Background: an optimization exercise with open tools, aiming at small area, a short achievable clock period and few clock cycles per item. Do not read the settings as production practice. No run shown here included a check of the RTL's function; only the layout flow was run. Power and IR drop assume default switching activity.

### flow/design.v
module sqrt_mult_system (
    input clk_i,
    input rst_i,
    input start_i,
    input [7:0] a_bi,
    input [7:0] b_bi,
    output [15:0] result,
    output done
);
    wire [18:0] d;
    wire p000;
    wire p001;
    wire p002;
    wire p003;
    wire p004;
    wire p005;
    wire p006;
    wire p007;
    wire p008;
    wire p009;
    wire p010;
    wire p011;
    wire p012;
    wire p013;
    wire p014;
    wire p015;
    wire p016;
    wire p017;
    wire p018;
    wire p019;
    wire p020;
    wire p021;
    wire p022;
    wire p023;
    wire p024;
    wire p025;
    wire p026;
    wire p027;
    wire p028;
    wire p029;
    wire p030;
    wire p031;
    wire p032;
    wire p033;
    wire p034;
    wire p035;
    wire p036;
    wire p037;
    wire p038;
    wire p039;
    wire p040;
    wire p041;
    wire p042;
    wire p043;
    wire p044;
    wire p045;
    wire p046;
    wire p047;
    wire p048;
    wire p049;
    wire p050;
    wire p051;
    wire p052;
    wire p053;
    wire p054;
    wire p055;
    wire p056;
    wire p057;
    wire p058;
    wire p059;
    wire p060;
    wire p061;
    wire p062;
    wire p063;
    wire p064;
    wire p065;
    wire p066;
    wire p067;
    wire p068;
    wire p069;
    wire p070;
    wire p071;
    wire p072;
    wire p073;
    wire p074;
    wire p075;
    wire p076;
    wire p077;
    wire p078;
    wire p079;
    wire p080;
    wire p081;
    wire p082;
    wire p083;
    wire p084;
    wire p085;
    wire p086;
    wire p087;
    wire p088;
    wire p089;
    wire p090;
    wire p091;
    wire p092;
    wire p093;
    wire p094;
    wire p095;
    wire p096;
    wire p097;
    wire p098;
    wire p099;
    wire p100;
    wire p101;
    wire p102;
    wire p103;
    wire p104;
    wire p105;
    wire p106;
    wire p107;
    wire p108;
    wire p109;
    wire p110;
    wire p111;
    wire p112;
    wire p113;
    wire p114;
    wire p115;
    wire p116;
    wire p117;
    wire p118;
    wire p119;
    wire p120;
    wire p121;
    wire p122;
    wire p123;
    wire p124;
    wire p125;
    wire p126;
    wire p127;
    wire p128;
    wire p129;
    wire p130;
    wire p131;
    wire p132;
    wire p133;
    wire p134;
    wire p135;
    wire p136;
    wire p137;
    wire p138;
    wire p139;
    wire p140;
    wire p141;
    wire p142;
    wire p143;
    wire p144;
    wire p145;
    wire p146;
    wire p147;
    wire p148;
    wire p149;
    wire p150;
    wire p151;
    wire p152;
    wire p153;
    wire p154;
    wire p155;
    wire p156;
    wire p157;
    wire p158;
    wire p159;
    wire p160;
    wire p161;
    wire p162;
    wire p163;
    wire p164;
    wire p165;
    wire p166;
    wire p167;
    wire p168;
    wire p169;
    wire p170;
    wire p171;
    wire p172;
    wire p173;
    wire p174;
    wire p175;
    wire p176;
    wire p177;
    wire p178;
    wire p179;
    wire p180;
    wire p181;
    wire p182;
    wire p183;
    wire p184;
    wire p185;
    wire p186;
    wire p187;
    wire p188;
    wire p189;
    wire p190;
    wire p191;
    wire p192;
    wire p193;
    wire p194;
    wire p195;
    wire p196;
    wire p197;
    wire p198;
    wire p199;
    wire p200;
    wire p201;
    wire p202;
    wire p203;
    wire p204;
    wire p205;
    wire p206;
    wire p207;
    wire p208;
    wire p209;
    wire p210;
    wire p211;
    wire p212;
    wire p213;
    wire p214;
    wire p215;
    wire p216;
    wire p217;
    wire p218;
    wire p219;
    wire p220;
    wire p221;
    wire p222;
    wire p223;
    wire p224;
    wire p225;
    wire p226;
    wire p227;
    wire p228;
    wire p229;
    wire p230;
    wire p231;
    wire p232;
    wire p233;
    wire p234;
    wire p235;
    wire p236;
    wire p237;
    wire p238;
    wire p239;
    wire p240;
    wire p241;
    wire p242;
    wire p243;
    wire p244;
    wire p245;
    wire p246;
    wire p247;
    wire p248;
    wire p249;
    wire p250;
    wire p251;
    wire p252;
    wire p253;
    wire p254;
    wire p255;
    wire p256;
    wire p257;
    wire p258;
    wire p259;
    wire p260;
    wire p261;
    wire p262;
    wire p263;
    wire p264;
    wire p265;
    wire p266;
    wire p267;
    wire p268;
    wire p269;
    wire p270;
    wire p271;
    wire p272;
    wire p273;
    wire p274;
    wire p275;
    wire p276;
    wire p277;
    wire p278;
    wire p279;
    wire p280;
    wire p281;
    wire p282;
    wire p283;
    wire p284;
    wire p285;
    wire p286;
    wire p287;
    wire p288;
    wire p289;
    wire p290;
    wire p291;
    wire p292;
    wire p293;
    wire p294;
    wire p295;
    wire p296;
    wire p297;
    wire p298;
    wire p299;
    wire p300;
    wire p301;
    wire p302;
    wire p303;
    wire p304;
    wire p305;
    wire p306;
    wire p307;
    wire p308;
    wire p309;
    wire p310;
    wire p311;
    wire p312;
    wire p313;
    wire p314;
    wire p315;
    wire p316;
    wire p317;
    wire p318;
    wire p319;
    wire p320;
    wire p321;
    wire p322;
    wire p323;
    wire p324;
    wire p325;
    wire p326;
    wire p327;
    wire p328;
    wire p329;
    wire p330;
    wire p331;
    wire p332;
    wire hv7;
    wire hv6;
    wire hv5;
    wire hv4;
    wire hv3;
    wire hv2;
    wire lv9;
    wire lv8;
    wire lv7;
    wire lv6;
    wire lv5;
    wire lv4;
    wire lv1;
    wire lv0;
    wire hv8;
    wire fl_p0;
    wire fl_k0_1g;
    wire hv9;
    wire fl_x1;
    assign p245 = ~b_bi[5];
    assign p256 = ~b_bi[4];
    assign p267 = p256 & p245;
    assign p273 = ~p267;
    assign p274 = ~b_bi[6];
    assign p275 = ~b_bi[7];
    assign p276 = p275 & p274;
    assign p277 = p276 & p273;
    assign p278 = p277 & a_bi[7];
    assign p279 = ~p278;
    assign p280 = ~p276;
    assign p281 = p267 & p274;
    assign p282 = ~p281;
    assign p283 = p282 & b_bi[7];
    assign p284 = ~p283;
    assign p285 = p284 & p280;
    assign p286 = p285 & a_bi[6];
    assign p287 = ~p286;
    assign p288 = p287 & p279;
    assign p289 = ~a_bi[5];
    assign p290 = ~a_bi[3];
    assign p291 = a_bi[1] & a_bi[2];
    assign p292 = ~p291;
    assign p293 = p292 & p290;
    assign p294 = ~p293;
    assign p295 = p294 & a_bi[4];
    assign p296 = ~p295;
    assign p297 = p296 & p289;
    assign p298 = ~p297;
    assign p299 = p298 & a_bi[6];
    assign p300 = ~p299;
    assign p301 = ~a_bi[6];
    assign p302 = ~a_bi[4];
    assign p303 = ~a_bi[2];
    assign p304 = a_bi[0] & a_bi[1];
    assign p305 = ~p304;
    assign p306 = p305 & p303;
    assign p307 = ~p306;
    assign p308 = p307 & a_bi[3];
    assign p309 = ~p308;
    assign p310 = p309 & p302;
    assign p311 = ~p310;
    assign p312 = p311 & a_bi[5];
    assign p313 = ~p312;
    assign p314 = p313 & p301;
    assign p315 = ~p314;
    assign p316 = p315 & p300;
    assign p317 = ~p316;
    assign p318 = p317 & a_bi[7];
    assign p319 = ~p318;
    assign p320 = ~a_bi[7];
    assign p321 = p316 & p320;
    assign p322 = ~p321;
    assign p323 = p322 & p319;
    assign p324 = ~p323;
    assign p325 = p324 & p283;
    assign p326 = ~p325;
    assign p327 = p326 & p288;
    assign hv7 = ~p327;
    assign p328 = p277 & a_bi[6];
    assign p329 = ~p328;
    assign p330 = p285 & a_bi[5];
    assign p331 = ~p330;
    assign p332 = p331 & p329;
    assign p000 = p313 & p298;
    assign p001 = p000 & a_bi[6];
    assign p002 = ~p001;
    assign p003 = ~p000;
    assign p004 = p003 & p301;
    assign p005 = ~p004;
    assign p006 = p005 & p002;
    assign p007 = p006 & p283;
    assign p008 = ~p007;
    assign p009 = p008 & p332;
    assign hv6 = ~p009;
    assign p010 = p277 & a_bi[5];
    assign p011 = ~p010;
    assign p012 = p285 & a_bi[4];
    assign p013 = ~p012;
    assign p014 = p013 & p011;
    assign p015 = p311 & p296;
    assign p016 = p015 & a_bi[5];
    assign p017 = ~p016;
    assign p018 = ~p015;
    assign p019 = p018 & p289;
    assign p020 = ~p019;
    assign p021 = p020 & p017;
    assign p022 = p021 & p283;
    assign p023 = ~p022;
    assign p024 = p023 & p014;
    assign hv5 = ~p024;
    assign p025 = p277 & a_bi[4];
    assign p026 = ~p025;
    assign p027 = p285 & a_bi[3];
    assign p028 = ~p027;
    assign p029 = p028 & p026;
    assign p030 = p309 & p294;
    assign p031 = ~p030;
    assign p032 = p031 & a_bi[4];
    assign p033 = ~p032;
    assign p034 = p030 & p302;
    assign p035 = ~p034;
    assign p036 = p035 & p033;
    assign p037 = ~p036;
    assign p038 = p037 & p283;
    assign p039 = ~p038;
    assign p040 = p039 & p029;
    assign hv4 = ~p040;
    assign p041 = p277 & a_bi[3];
    assign p042 = ~p041;
    assign p043 = p285 & a_bi[2];
    assign p044 = ~p043;
    assign p045 = p044 & p042;
    assign p046 = p307 & p292;
    assign p047 = p046 & a_bi[3];
    assign p048 = ~p047;
    assign p049 = ~p046;
    assign p050 = p049 & p290;
    assign p051 = ~p050;
    assign p052 = p051 & p048;
    assign p053 = p052 & p283;
    assign p054 = ~p053;
    assign p055 = p054 & p045;
    assign hv3 = ~p055;
    assign p056 = ~p277;
    assign p057 = p284 & p056;
    assign p058 = ~p057;
    assign p059 = p058 & a_bi[0];
    assign p060 = ~p059;
    assign p061 = p280 & a_bi[1];
    assign p062 = p061 & p060;
    assign p063 = p058 & a_bi[2];
    assign p064 = ~p063;
    assign p065 = p064 & p062;
    assign p066 = ~p065;
    assign p067 = ~p062;
    assign p068 = p063 & p067;
    assign p069 = ~p068;
    assign p070 = p069 & p066;
    assign hv2 = ~p070;
    assign p071 = ~b_bi[0];
    assign p072 = ~b_bi[1];
    assign p073 = p072 & p071;
    assign p074 = ~b_bi[2];
    assign p075 = p074 & p275;
    assign p076 = p075 & p073;
    assign p077 = ~p076;
    assign p078 = ~b_bi[3];
    assign p079 = p078 & p275;
    assign p080 = ~p079;
    assign p081 = p080 & p077;
    assign p082 = b_bi[4] & b_bi[5];
    assign p083 = p082 & b_bi[6];
    assign p084 = ~p083;
    assign p085 = p084 & p282;
    assign p086 = ~p085;
    assign p087 = p086 & p081;
    assign p088 = ~p087;
    assign p089 = b_bi[7] & b_bi[6];
    assign p090 = ~p089;
    assign p091 = p276 & b_bi[4];
    assign p092 = ~p091;
    assign p093 = p092 & p090;
    assign p094 = ~p093;
    assign p095 = p074 & p078;
    assign p096 = p095 & p073;
    assign p097 = ~p096;
    assign p098 = p097 & b_bi[5];
    assign p099 = p098 & p094;
    assign p100 = ~p099;
    assign p101 = p100 & p088;
    assign p102 = ~p101;
    assign p103 = p315 & a_bi[7];
    assign lv9 = p103 & p102;
    assign p104 = b_bi[7] & p274;
    assign p105 = ~p104;
    assign p106 = ~p095;
    assign p107 = p106 & p281;
    assign p108 = ~p107;
    assign p109 = p275 & p245;
    assign p110 = p109 & p108;
    assign p111 = ~p110;
    assign p112 = p111 & p105;
    assign p113 = p097 & p276;
    assign p114 = ~p113;
    assign p115 = p114 & p245;
    assign p116 = ~p115;
    assign p117 = p073 & p074;
    assign p118 = ~p117;
    assign p119 = p104 & b_bi[3];
    assign p120 = p119 & p118;
    assign p121 = ~p120;
    assign p122 = p275 & p256;
    assign p123 = p122 & p095;
    assign p124 = ~p123;
    assign p125 = p274 & b_bi[4];
    assign p126 = p125 & b_bi[7];
    assign p127 = ~p126;
    assign p128 = p127 & p124;
    assign p129 = p128 & p121;
    assign p130 = ~p129;
    assign p131 = p130 & p116;
    assign p132 = ~p131;
    assign p133 = p095 & p089;
    assign p134 = p133 & p256;
    assign p135 = ~p134;
    assign p136 = p275 & b_bi[4];
    assign p137 = p136 & b_bi[6];
    assign p138 = p137 & p097;
    assign p139 = ~p138;
    assign p140 = p139 & p135;
    assign p141 = p136 & b_bi[3];
    assign p142 = p141 & p118;
    assign p143 = ~p142;
    assign p144 = p143 & p140;
    assign p145 = ~p144;
    assign p146 = p145 & p245;
    assign p147 = ~p146;
    assign p148 = p147 & p132;
    assign p149 = p148 & p101;
    assign p150 = p149 & p112;
    assign p151 = p150 & a_bi[7];
    assign p152 = ~p151;
    assign p153 = ~p103;
    assign p154 = p300 & p320;
    assign p155 = ~p154;
    assign p156 = p155 & p153;
    assign p157 = p156 & p102;
    assign p158 = ~p157;
    assign p159 = p158 & p152;
    assign lv8 = ~p159;
    assign p160 = ~p148;
    assign p161 = p160 & a_bi[7];
    assign p162 = ~p161;
    assign p163 = p102 & p324;
    assign p164 = ~p163;
    assign p165 = p164 & p162;
    assign p166 = p150 & a_bi[6];
    assign p167 = ~p166;
    assign p168 = p167 & p165;
    assign lv7 = ~p168;
    assign p169 = p160 & a_bi[6];
    assign p170 = ~p169;
    assign p171 = p102 & p006;
    assign p172 = ~p171;
    assign p173 = p172 & p170;
    assign p174 = p150 & a_bi[5];
    assign p175 = ~p174;
    assign p176 = p175 & p173;
    assign lv6 = ~p176;
    assign p177 = p160 & a_bi[5];
    assign p178 = ~p177;
    assign p179 = p102 & p021;
    assign p180 = ~p179;
    assign p181 = p180 & p178;
    assign p182 = p150 & a_bi[4];
    assign p183 = ~p182;
    assign p184 = p183 & p181;
    assign lv5 = ~p184;
    assign p185 = p160 & a_bi[4];
    assign p186 = ~p185;
    assign p187 = p102 & p037;
    assign p188 = ~p187;
    assign p189 = p188 & p186;
    assign p190 = p150 & a_bi[3];
    assign p191 = ~p190;
    assign p192 = p191 & p189;
    assign lv4 = ~p192;
    assign p193 = ~a_bi[0];
    assign p194 = p102 & p193;
    assign p195 = ~p194;
    assign p196 = p195 & p148;
    assign p197 = ~p196;
    assign p198 = p197 & a_bi[1];
    assign p199 = ~p198;
    assign p200 = ~p150;
    assign p201 = ~a_bi[1];
    assign p202 = p102 & p201;
    assign p203 = ~p202;
    assign p204 = p203 & p200;
    assign p205 = ~p204;
    assign p206 = p205 & a_bi[0];
    assign p207 = ~p206;
    assign p208 = p207 & p199;
    assign lv1 = ~p208;
    assign p209 = ~p149;
    assign lv0 = p209 & a_bi[0];
    assign p210 = p156 & p283;
    assign p211 = ~p210;
    assign p212 = p285 & a_bi[7];
    assign p213 = ~p212;
    assign p214 = p213 & p211;
    assign hv8 = ~p214;
    assign p215 = p112 & p101;
    assign p216 = p215 & a_bi[1];
    assign p217 = p216 & p148;
    assign p218 = ~p217;
    assign p219 = p194 & a_bi[1];
    assign p220 = p219 & p303;
    assign p221 = ~p220;
    assign p222 = p221 & p218;
    assign p223 = ~p219;
    assign p224 = p223 & a_bi[2];
    assign p225 = p224 & p209;
    assign p226 = ~p225;
    assign p227 = p226 & p222;
    assign p228 = ~p227;
    assign p229 = p228 & p059;
    assign p230 = ~p229;
    assign p231 = p227 & p060;
    assign p232 = ~p231;
    assign fl_p0 = p232 & p230;
    assign p233 = a_bi[3] & p245;
    assign p234 = p233 & p145;
    assign p235 = ~p234;
    assign p236 = p131 & a_bi[3];
    assign p237 = ~p236;
    assign p238 = p237 & p235;
    assign p239 = p102 & p052;
    assign p240 = ~p239;
    assign p241 = p240 & p238;
    assign p242 = p215 & a_bi[2];
    assign p243 = p242 & p148;
    assign p244 = ~p243;
    assign p246 = p244 & p241;
    assign p247 = p058 & a_bi[1];
    assign p248 = p280 & a_bi[0];
    assign p249 = ~p248;
    assign p250 = p249 & p247;
    assign p251 = ~p250;
    assign p252 = ~p247;
    assign p253 = p248 & p252;
    assign p254 = ~p253;
    assign p255 = p254 & p251;
    assign p257 = ~p255;
    assign p258 = p257 & p246;
    assign p259 = ~p258;
    assign p260 = ~p246;
    assign p261 = p255 & p260;
    assign p262 = ~p261;
    assign p263 = p262 & p259;
    assign p264 = ~p263;
    assign p265 = p264 & p230;
    assign p266 = ~p265;
    assign p268 = p255 & p246;
    assign p269 = ~p268;
    assign fl_k0_1g = p269 & p266;
    assign hv9 = p103 & p283;
    assign p270 = p263 & p229;
    assign p271 = ~p270;
    assign p272 = p271 & p266;
    assign fl_x1 = ~p272;
    assign d = { hv9, hv8, hv7, hv6, hv5, hv4, hv3, hv2, lv9, lv8, lv7, lv6, lv5, lv4, fl_k0_1g, fl_x1, fl_p0, lv1, lv0 };
    reg        done_r;
    reg [3:0] res_lo;
    reg        cy_r;
    reg [5:0] up_lo;
    reg [7:0] up_hi;
    always @(posedge clk_i) begin
        done_r <= start_i & ~rst_i;
        {up_hi, up_lo, cy_r, res_lo} <= d;
    end
    wire [7:0] u;
    wire q000;
    wire q001;
    wire q002;
    wire q003;
    wire q004;
    wire q005;
    wire q006;
    wire q007;
    wire q008;
    wire q009;
    wire q010;
    wire q011;
    wire q012;
    wire q013;
    wire q014;
    wire q015;
    wire q016;
    wire q017;
    wire q018;
    wire q019;
    wire q020;
    wire q021;
    wire q022;
    wire q023;
    wire q024;
    wire q025;
    wire q026;
    wire q027;
    wire q028;
    wire q029;
    wire q030;
    wire q031;
    wire q032;
    wire q033;
    wire q034;
    wire q035;
    wire q036;
    wire q037;
    wire q038;
    wire q039;
    wire q040;
    wire q041;
    wire q042;
    wire q043;
    wire q044;
    wire q045;
    wire q046;
    wire q047;
    wire q048;
    wire q049;
    wire q050;
    wire q051;
    wire q052;
    wire q053;
    wire q054;
    wire q055;
    wire q056;
    wire q057;
    wire q058;
    wire q059;
    wire q060;
    wire q061;
    wire q062;
    wire q063;
    wire q064;
    wire q065;
    wire q066;
    wire q067;
    wire q068;
    wire q069;
    wire q070;
    wire q071;
    wire q072;
    wire q073;
    wire q074;
    wire q075;
    wire q076;
    wire q077;
    wire q078;
    wire q079;
    wire q080;
    wire q081;
    wire q082;
    wire q083;
    wire q084;
    wire q085;
    wire q086;
    wire q087;
    wire q088;
    wire q089;
    wire q090;
    wire q091;
    wire q092;
    wire q093;
    wire q094;
    wire q095;
    wire q096;
    wire q097;
    wire q098;
    wire q099;
    wire q100;
    wire q101;
    wire q102;
    wire q103;
    wire q104;
    wire q105;
    wire q106;
    wire q107;
    wire q108;
    wire q109;
    wire q110;
    wire q111;
    wire q112;
    wire q113;
    wire q114;
    wire q115;
    wire q116;
    wire q117;
    wire q118;
    wire q119;
    wire q120;
    wire q121;
    wire q122;
    wire q123;
    wire q124;
    wire q125;
    wire q126;
    wire q127;
    wire q128;
    wire q129;
    wire q130;
    wire q131;
    wire q132;
    wire q133;
    wire q134;
    wire q135;
    wire q136;
    wire q137;
    wire q138;
    wire q139;
    wire q140;
    wire q141;
    wire q142;
    wire q143;
    wire q144;
    wire q145;
    wire q146;
    wire q147;
    wire q148;
    wire q149;
    wire q150;
    wire q151;
    wire q152;
    wire q153;
    wire q154;
    wire q155;
    wire fu_x0;
    wire fu_x1;
    wire fu_x2;
    wire fu_x3;
    wire fu_x4;
    wire fu_x5;
    wire fu_x6;
    wire fu_x7;
    assign q084 = ~cy_r;
    assign q085 = q084 & up_lo[0];
    assign q086 = ~q085;
    assign q087 = ~up_lo[0];
    assign q088 = cy_r & q087;
    assign q089 = ~q088;
    assign q090 = q089 & q086;
    assign q091 = ~q090;
    assign q092 = q091 & up_hi[0];
    assign q093 = ~q092;
    assign q094 = ~up_hi[0];
    assign q095 = q090 & q094;
    assign q096 = ~q095;
    assign fu_x0 = q096 & q093;
    assign q097 = cy_r & up_lo[0];
    assign q098 = ~q097;
    assign q099 = q084 & q087;
    assign q100 = ~q099;
    assign q101 = q100 & up_hi[0];
    assign q102 = ~q101;
    assign q103 = q102 & q098;
    assign q104 = ~q103;
    assign q105 = ~up_hi[1];
    assign q106 = ~up_lo[1];
    assign q107 = q106 & q105;
    assign q108 = ~q107;
    assign q109 = up_lo[1] & up_hi[1];
    assign q110 = ~q109;
    assign q111 = q110 & q108;
    assign q112 = q111 & q104;
    assign q113 = ~q112;
    assign q114 = ~q111;
    assign q115 = q114 & q103;
    assign q116 = ~q115;
    assign fu_x1 = q116 & q113;
    assign q117 = q110 & q098;
    assign q118 = q117 & q102;
    assign q119 = ~q118;
    assign q120 = q119 & q108;
    assign q121 = ~up_hi[2];
    assign q122 = ~up_lo[2];
    assign q123 = q122 & q121;
    assign q124 = ~q123;
    assign q125 = up_lo[2] & up_hi[2];
    assign q126 = ~q125;
    assign q127 = q126 & q124;
    assign q128 = q127 & q120;
    assign q129 = ~q128;
    assign q130 = ~q120;
    assign q131 = ~q127;
    assign q132 = q131 & q130;
    assign q133 = ~q132;
    assign fu_x2 = q133 & q129;
    assign q134 = q127 & q111;
    assign q135 = q134 & q104;
    assign q136 = ~q135;
    assign q137 = q124 & q109;
    assign q138 = ~q137;
    assign q139 = q138 & q126;
    assign q140 = q139 & q136;
    assign q141 = ~up_lo[3];
    assign q142 = q141 & up_hi[3];
    assign q143 = ~q142;
    assign q144 = ~up_hi[3];
    assign q145 = up_lo[3] & q144;
    assign q146 = ~q145;
    assign q147 = q146 & q143;
    assign q148 = ~q147;
    assign q149 = q148 & q140;
    assign q150 = ~q149;
    assign q151 = ~q140;
    assign q152 = q147 & q151;
    assign q153 = ~q152;
    assign q154 = q153 & q150;
    assign fu_x3 = ~q154;
    assign q155 = ~up_hi[4];
    assign q000 = ~up_lo[4];
    assign q001 = q000 & q155;
    assign q002 = ~q001;
    assign q003 = up_lo[4] & up_hi[4];
    assign q004 = ~q003;
    assign q005 = q004 & q002;
    assign q006 = ~q005;
    assign q007 = q141 & q144;
    assign q008 = ~q007;
    assign q009 = up_lo[3] & up_hi[3];
    assign q010 = ~q009;
    assign q011 = q010 & q126;
    assign q012 = ~q011;
    assign q013 = q012 & q008;
    assign q014 = ~q013;
    assign q015 = q148 & q127;
    assign q016 = q015 & q120;
    assign q017 = ~q016;
    assign q018 = q017 & q014;
    assign q019 = ~q018;
    assign q020 = q019 & q006;
    assign q021 = ~q020;
    assign q022 = q018 & q005;
    assign q023 = ~q022;
    assign q024 = q023 & q021;
    assign fu_x4 = ~q024;
    assign q025 = ~up_hi[5];
    assign q026 = ~up_lo[5];
    assign q027 = q026 & q025;
    assign q028 = ~q027;
    assign q029 = up_lo[5] & up_hi[5];
    assign q030 = ~q029;
    assign q031 = q030 & q028;
    assign q032 = ~q031;
    assign q033 = q010 & q004;
    assign q034 = ~q033;
    assign q035 = q034 & q002;
    assign q036 = ~q035;
    assign q037 = q005 & q148;
    assign q038 = ~q037;
    assign q039 = q038 & q036;
    assign q040 = ~q039;
    assign q041 = q036 & q139;
    assign q042 = q041 & q136;
    assign q043 = ~q042;
    assign q044 = q043 & q040;
    assign q045 = q044 & q032;
    assign q046 = ~q045;
    assign q047 = ~q044;
    assign q048 = q047 & q031;
    assign q049 = ~q048;
    assign q050 = q049 & q046;
    assign fu_x5 = ~q050;
    assign q051 = q031 & q003;
    assign q052 = ~q051;
    assign q053 = q052 & q030;
    assign q054 = q031 & q005;
    assign q055 = q054 & q013;
    assign q056 = ~q055;
    assign q057 = q056 & q053;
    assign q058 = q054 & q015;
    assign q059 = q058 & q120;
    assign q060 = ~q059;
    assign q061 = q060 & q057;
    assign q062 = ~q061;
    assign q063 = q062 & up_hi[6];
    assign q064 = ~q063;
    assign q065 = ~up_hi[6];
    assign q066 = q061 & q065;
    assign q067 = ~q066;
    assign fu_x6 = q067 & q064;
    assign q068 = up_hi[7] & up_hi[6];
    assign q069 = q068 & q062;
    assign q070 = ~q069;
    assign q071 = q031 & up_hi[6];
    assign q072 = q071 & q037;
    assign q073 = q072 & q151;
    assign q074 = ~q073;
    assign q075 = ~up_hi[7];
    assign q076 = q071 & q035;
    assign q077 = ~q076;
    assign q078 = q029 & up_hi[6];
    assign q079 = ~q078;
    assign q080 = q079 & q077;
    assign q081 = q080 & q075;
    assign q082 = q081 & q074;
    assign q083 = ~q082;
    assign fu_x7 = q083 & q070;
    assign u = { fu_x7, fu_x6, fu_x5, fu_x4, fu_x3, fu_x2, fu_x1, fu_x0 };
    assign result = {4'b0, u, res_lo};
    assign done   = done_r;
endmodule
### flow/flow/run.sh
#!/bin/bash
# Layout flow: the standard ORFS flow, with two changes.
#  1. Synthesis is ORFS's own script (with the standard flow's -nofsm -noshare wrapper,
#     flatten and renaming, as in synth_recipe.tcl), but ABC maps with the
#     script in flow/abc.script and full/half adder extraction can be skipped.
#  2. The port buffers inserted during placement are buf cells instead of
#     the slow clkdlybuf cells that buffer_ports picks by default.
# Settings come from flow/params.sh. Each tool's output goes to its own log.
set -euo pipefail
HERE=$(pwd)
source "$HERE/flow/params.sh"
export MY_ABC_SCRIPT="$HERE/flow/abc.script"
export MY_NOFA
export BUFFER_PORTS_ARGS="-buffer_cell $PORT_BUFFER"
sed "s#SYNTH_SCRIPT=[^ ]*#SYNTH_SCRIPT=$HERE/flow/synth.tcl#" standard.sh > my_standard.sh
bash my_standard.sh finish > flow_make.log 2>&1
### flow/flow/abc.script
strash
dch
map -D 1000
topo
stime -c
### flow/flow/params.sh
MY_NOFA=1
PORT_BUFFER=sky130_fd_sc_hd__buf_1
### flow/flow/synth.tcl
# synth_recipe.tcl with two hooks: abc runs flow/abc.script (MY_ABC_SCRIPT),
# and extract_fa is skipped when MY_NOFA is 1.
proc synth {args} { yosys synth -nofsm -noshare {*}$args }
proc abc {args} {
  set out {}
  set skip 0
  foreach a $args {
    if {$skip} { set skip 0; continue }
    if {$a eq "-script" || $a eq "-D"} { set skip 1; continue }
    lappend out $a
  }
  lappend out -script $::env(MY_ABC_SCRIPT)
  yosys abc {*}$out
}
if {$::env(MY_NOFA)} { proc extract_fa {args} {} }
source $::env(SCRIPTS_DIR)/synth.tcl
# left out here: clear keep_hierarchy, flatten, clean up, hide names made inside functions, write 1_2_yosys.v
### flow/standard.sh
#!/bin/bash
# synth_recipe.tcl (not shown) runs the flow's synth.tcl, then flattens the netlist and writes it again
# the make line also repeats each setting of config.mk as NAME=value (left out here)
make -C /OpenROAD-flow-scripts/flow DESIGN_CONFIG=/design/flow/config.mk WORK_HOME=/design/flow/orfs CLKGATE_MAP_FILE= SYNTH_SCRIPT=/design/flow/synth_recipe.tcl "${@:-finish}"
### flow/config.mk
export PLATFORM = sky130hd
export DESIGN_NAME = sqrt_mult_system
export DESIGN_NICKNAME = sqrt_mult_system
export VERILOG_FILES = /design/flow/design.v
export SDC_FILE = /design/flow/constraint.sdc
export NUM_CORES = 4
export LEC_CHECK = 0
export CAP_MARGIN = 20
export CORE_MARGIN = 2
export CORE_UTILIZATION = 40
export SETUP_SLACK_MARGIN = 2.0
export SLEW_MARGIN = 20
### flow/constraint.sdc
create_clock -name core_clock -period 5.0 [get_ports {clk_i}]
set_input_delay 1.0000 -clock core_clock [delete_from_list [all_inputs] [get_ports {clk_i}]]
set_output_delay 1.0000 -clock core_clock [all_outputs]
set_load 0.01 [all_outputs]
==> impl_metrics.json, run 1 <==
{
  "outcome": "no timing/DRC/antenna violations",
  "antenna_found_initial": 0,
  "yosys_warnings": 1,
  "swShare": 0.371,
  "hold_depth": 2,
  "tns_ps": 0,
  "slew_headroom": 0.666,
  "hold_path_class": "in2reg",
  "crit_type": "reg2out",
  "antennaDiodeCount": 0,
  "cts_tree": "built",
  "synth_area_leaders": "dfxtp_1 (28%), nand2_1 (11%), clkinv_1 (7.5%)",
  "die_w_um": 64.2,
  "drv_cap": 0,
  "syn-cell-area_um2": 1450,
  "cts_buffer_depth": 2,
  "grt_overflow_total": 0,
  "layout-drive-gt1-share": 0.117,
  "grt_max_degree": 12,
  "vias": 1509,
  "holdPathEnd": "done_r",
  "powerDensity_nw_per_um2": 303,
  "synth_ff_type": "dfxtp_1",
  "post-route-period-util": 0.566,
  "pwr-share-seq": 0.386,
  "power.share.clock": 0.182,
  "dieArea_um2": 4130,
  "synth-edff-count": 0,
  "drtIter0Drc": 25,
  "remaining_drc_errors": 0,
  "grt_pass1_vias": 1384,
  "fin_total_pwr_w": 0.000502,
  "fp-row-count": 21,
  "critPathCaptureType": "output pin",
  "seq_area_um2": 403,
  "post_drt_wl_per_cell_um": 10.5,
  "path_cells": "o21ai_2, nand2_1, a21oi_2, o21ai_2, a21oi_2, nor2_2, nor2_2, nor2_2, o22ai_1, buf_2",
  "wl_mm": 3.20,
  "drtAntennaViolNets": 0,
  "power_switching_w": 0.000186,
  "critPathMaxFanout": 4,
  "whs_ps": 831,
  "crit_start": "cy_r",
  "ir_drop_mv": 0.139,
  "fmax_mhz": 353,
  "die_h_um": 64.2,
  "holdBufCountCts": 0,
  "core_um2": 3420,
  "dpl_cell_area_um2": 1550,
  "cp.arrival_ps": 1830,
  "synth_most_common_cell": "nand2_1",
  "period_minus_slack_ps": 2830,
  "cpMaxStageDelayCell": "dfxtp_2",
  "p_leak_nw": 0.667,
  "port_buffers": 31,
  "hold_viol_final": 0,
  "syn_inst": 225,
  "ioPinCount": 36,
  "gp_congestion": 0.840,
  "setup_viol": 0,
  "finalNetCount": 277,
  "yosysTopAreaCell": "dfxtp_1",
  "cp_common_cell": "nor2_2",
  "slowest_delay_ps": 350,
  "yosysSeqAreaShare": 0.276,
  "areaGrowthSynthToFinish_pct": 14.2,
  "synth_area_per_cell_um2": 6.45,
  "p_comb_frac": 0.431,
  "synthArstFlopShare": 0,
  "clk_pin_slew_worst_paths_ps": 110,
  "multi_input_area_um2": 888,
  "grt_pass1_wl_mm": 5.68,
  "ys_seq_elements": 20,
  "rsz0062_at_grt": "true",
  "hpwl_mm": 2.55,
  "synth_cell_types": 24,
  "synthDominantCellAreaShare": 0.276,
  "fin_area_um2": 1660,
  "synth_top_cells_by_count": "nand2_1 (44), clkinv_1 (29), nor2_1 (23), dfxtp_1 (20), a21oi_1 (15)",
  "htreeDepth": 1,
  "tightest_slew_ps": 499,
  "cellInternalPower_w": 0.000316,
  "firstDrtPassIters": 6,
  "cts.sinks": 20,
  "slew_violations": 0,
  "viasPerCell": 4.98,
  "grt_usage": 0.169,
  "final.fill_count": 394,
  "root_buffer": "clkbuf_4",
  "start_kind": "flop",
  "crit_required_ps": 4000,
  "initial_utilization": 0.425,
  "min_from": "rst_i",
  "numCtsBuffers": 3
}
==> layer usage <==
metal	routed length, um	global-route usage	vias to the layer above
met4	29	0.0399	0
met1	1590	0.222	652
met2	1420	0.286	41
met3	157	0.0299	4
li1	-	-	812
met5	0	0	-
==> power groups by stage <==
| stage | Sequential [W] | Clock (W) | Combinational (W) |
|---|---|---|---|
| 6_report | 0.000194 | 0.0000917 | 0.000217 |
| 5_1_grt | 0.000197 | 0.000102 | 0.000246 |
| 2_1_floorplan | 0.000198 | 0 | 0.000170 |
| 3_3_place_gp | 0.000196 | 0 | 0.000188 |
| 4_1_cts | 0.000193 | 0.0000940 | 0.000201 |
| 3_5_place_dp | 0.000197 | 0 | 0.000189 |
==> area by class of cell <==
class,count,share of cell area
multi-input combinational,167,0.536
sequential,20,0.243
timing repair buffer,37,0.0989
inverter,29,0.0657
tap,46,0.0347
clock buffer,4,0.0219
==> cells in the final DEF, fill, tap and decap left out, types with 3 or more instances in the layout <==
cell type,instances
nor2_1,19
nand3_1,14
or2_2,6
xor2_1,8
o221ai_1,6
o22ai_1,3
nand2_1,44
a22oi_1,3
dfxtp_1,18
nand4_1,6
xnor2_1,4
clkinv_1,29
o21ai_0,9
nor2_2,4
clkbuf_4,3
nor3_1,7
conb_1,4
buf_1,29
a21oi_1,13
a31oi_1,5
buf_4,6
==> worst max-delay path by stage <==
stage / end / slack, ps / cells past startpoint
5_1_grt: result[11] / 1950 / 10
2_1_floorplan: result[11] / 2400 / 10
4_1_cts: result[11] / 2000 / 10
6_report: result[11] / 2170 / 10
3_5_place_dp: res_lo[3] / 1920 / 11
3_3_place_gp: res_lo[3] / 2050 / 11
==> worst max-delay path: cells and delay by family, from the launching register on <==
family,cells,cell delay [ps]
and+or+nand+nor,4,350
AOI/OAI and AO/OA,5,690
DFF,1,350
buffers and inverters,1,150
==> logic make-up after synthesis <==
kind of cell	share of synthesized area
compound gates	0.200
xor+xnor	0.0724
buf+inv	0.137
flops	0.276
other cells	0.00258
simple gates	0.312
==> flip-flops by register name, indices dropped and copies added, names as in the netlist <==
name	flops
done_r	1
cy_r	1
up_lo	6
res_lo	4
up_hi	8
==> stage by stage <==
step                      utilization  setup WS (ps)  instances
after global placement          0.453           2050        293
after CTS                       0.471           2000        300
after global routing            0.485           1950        303
after detailed placement        0.453           1920        293
after floorplan                     -           2400        228
final                           0.485           2170        303
==> what timing repair did <==
action	in CTS	in global routing
endpoints found under the setup margin	3	7
hold endpoints to repair	0	0
resized for setup	3	13
buffers inserted	3	3
pin swaps	2	7
==> inputs of run 2 (changes only) <==
--- a/flow/config.mk
+++ b/flow/config.mk
@@ -8,5 +8,5 @@
 export CAP_MARGIN = 20
 export CORE_MARGIN = 2
 export CORE_UTILIZATION = 40
-export SETUP_SLACK_MARGIN = 2.0
+export SETUP_SLACK_MARGIN = 2.2
 export SLEW_MARGIN = 20
==> impl_metrics.json, run 2 <==
{
  "finalNetCount": 280,
  "post-route-period-util": 0.568,
  "grt_max_degree": 12,
  "antennaDiodeCount": 0,
  "fmax_mhz": 352,
  "yosysTopAreaCell": "dfxtp_1",
  "die_h_um": 64.2,
  "hold_path_class": "in2reg",
  "final.fill_count": 391,
  "critPathCaptureType": "output pin",
  "numCtsBuffers": 3,
  "synth-compound-area-share": 0.200,
  "p_comb_frac": 0.451,
  "synth-simple-area-share": 0.312,
  "powerDensity_nw_per_um2": 303,
  "start_kind": "flop",
  "synth_ff_type": "dfxtp_1",
  "synthArstFlopShare": 0,
  "dieArea_um2": 4130,
  "ioPinCount": 36,
  "crit_type": "reg2out",
  "clk_pin_slew_worst_paths_ps": 110,
  "rsz0062_at_grt": "true",
  "drtAntennaViolNets": 0,
  "syn-cell-area_um2": 1450,
  "gp_congestion": 0.840,
  "cts_tree": "built",
  "ir_drop_mv": 0.141,
  "synth_top_cells_by_count": "nand2_1 (44), clkinv_1 (29), nor2_1 (23), dfxtp_1 (20), a21oi_1 (15)",
  "synth-edff-count": 0,
  "synth_area_leaders": "dfxtp_1 (28%), nand2_1 (11%), clkinv_1 (7.5%)",
  "p_leak_nw": 0.694,
  "drtIter0Drc": 24,
  "vias": 1539,
  "period_minus_slack_ps": 2840,
  "core_um2": 3420,
  "drv_cap": 0,
  "layout_common_cells": "nand2_1 (41), clkinv_1 (28), buf_1 (27), nor2_1 (18), dfxtp_1 (18)",
  "grt_overflow_total": 0,
  "pwr-share-seq": 0.373,
  "remaining_drc_errors": 0,
  "initial_utilization": 0.425,
  "root_buffer": "clkbuf_4",
  "setup_viol": 0,
  "synth_cell_types": 24,
  "areaGrowthSynthToFinish_pct": 17.8,
  "outcome": "no timing/DRC/antenna violations",
  "tns_ps": 0,
  "synth_area_per_cell_um2": 6.45,
  "slew_violations": 0,
  "post_drt_wl_per_cell_um": 10.5,
  "layout-drive-gt1-share": 0.154,
  "final_cells": 306,
  "grt_pass1_vias": 1395,
  "port_buffers": 31,
  "syn_inst": 225,
  "swShare": 0.369,
  "yosys.area_share.adder": 0,
  "dp.cells": 293,
  "holdPathEnd": "done_r",
  "hold_depth": 2,
  "min_from": "rst_i",
  "die_w_um": 64.2,
  "viasPerCell": 5.03,
  "cellInternalPower_w": 0.000327,
  "power_switching_w": 0.000191,
  "yosys_warnings": 1,
  "crit_required_ps": 4000,
  "synth_most_common_cell": "nand2_1",
  "firstDrtPassIters": 4,
  "synth-xor-area-share": 0.0724,
  "wl_mm": 3.21,
  "largest_reg_flops": 8,
  "synth_top_family_by_area": "simple AND/OR/NAND/NOR gates",
  "synth_mux_area_frac": 0,
  "cp.arrival_ps": 1840,
  "antenna_found_initial": 0,
  "grt_usage": 0.169,
  "cts_buffer_depth": 2,
  "layout_commonest_cell": "nand2_1",
  "hold_viol_final": 0,
  "power.share.clock": 0.177,
  "htreeDepth": 1,
  "critPathMaxFanout": 2,
  "grt_pass1_wl_mm": 5.69,
  "cts.sinks": 20,
  "synthDominantCellAreaShare": 0.276,
  "fp-row-count": 21,
  "ys_seq_elements": 20,
  "yosysSeqAreaShare": 0.276,
  "hpwl_mm": 2.55
}
-- run 2: kinds of logic after synthesis --
logic type / after synthesis
compound gates: 48
xor+xnor: 12
buf+inv: 41
flops: 20
other cells: 1
simple gates: 103
-- run 2: what timing repair did --
item | in CTS | in global routing
gates resized for setup | 9 | 19
pin swaps | 6 | 8
endpoints found under the setup margin | 3 | 13
setup buffers | 6 | 3
hold buffers | 0 | 0
-- run 2: worst max-delay path, stage by stage (launching register included) --
cell and delay, ps:
dfxtp_1 330, clkinv_1 110, nor2_4 150, a21oi_4 50
buf_4 130, buf_6 100, buf_4 120, nor4_1 170
a21oi_1 90, xor2_1 160, buf_2 140
-- run 2: per-layer routing --
layer,global-route usage,vias to the layer above,share of wire
met2,0.288,50,0.45
li1,-,821,-
met3,0.0299,4,0.060
met1,0.222,664,0.48
met5,0,-,0
met4,0.0399,0,0.0090
-- run 2: area by class of cell --
class                   instances  area, um^2  share of cell area
clock buffers                   4        36.3              0.0212
inverters                      29         109              0.0637
repair buffers                 40         193               0.113
well taps                      46        57.6              0.0337
multi-input cells             167         911               0.533
flip-flops and latches         20         403               0.236
-- run 2: through the flow --
step                total power (W)  instance area, um^2  worst slack [ps]   util  hold slack (ps)
floorplan                  0.000368                 1460              2400      -             1070
global placement           0.000385                 1550              2050  0.453             1150
detailed placement         0.000386                 1550              1920  0.453             1160
CTS                        0.000500                 1640              2110  0.481              828
global route               0.000562                 1710              2030  0.500              815
finish                     0.000519                 1710              2160  0.500              831
-- run 2: power groups by stage --
stage	Sequential [W]	Combinational [W]	Clock (W)
2_1_floorplan	0.000198	0.000170	0
3_3_place_gp	0.000196	0.000188	0
3_5_place_dp	0.000197	0.000189	0
4_1_cts	0.000193	0.000213	0.0000940
5_1_grt	0.000196	0.000264	0.000102
6_report	0.000193	0.000234	0.0000917
-- run 2: worst max path at each step --
| stage | slack [ps] | startpoint | end | cells after the start |
|---|---|---|---|---|
| 2_1_floorplan | 2400 | cy_r | result[11] | 10 |
| 3_3_place_gp | 2050 | b_bi[7] | res_lo[3] | 11 |
| 3_5_place_dp | 1920 | b_bi[7] | res_lo[3] | 11 |
| 4_1_cts | 2110 | up_lo[0] | result[11] | 10 |
| 5_1_grt | 2030 | cy_r | result[11] | 10 |
| 6_report | 2160 | up_lo[1] | result[8] | 10 |

-- afterwards: timing with drivers on the ports --
Ports are ideal in the flow. The routed layouts listed here were re-timed in OpenROAD. Step 1 assumes that a clkbuf_16 drives the clock port and a buf_2 every other input. Step 2 adds t to the input delays and takes it off the output delays; t is the mean of the earliest and latest rising clock arrival at the registers after step 1. Input paths then give back, and output paths get back, about the clock's delay inside the block. Slacks: no drivers / after step 1 / after step 2; pairs: no drivers / after step 1.
run | t, ns | setup slack, ns | slew at the worst register clock pin (ns)
run 1 | 0.320 | 2.171 / 2.149 / 2.086 | 0.11 / 0.11
run 2 | 0.320 | 2.160 / 2.137 / 2.196 | 0.11 / 0.11
After both steps every run listed still meets setup and hold. For run 1, which loses most, drivers alone change the setup slack by -0.022 ns; drivers and shift together by -0.085 ns.
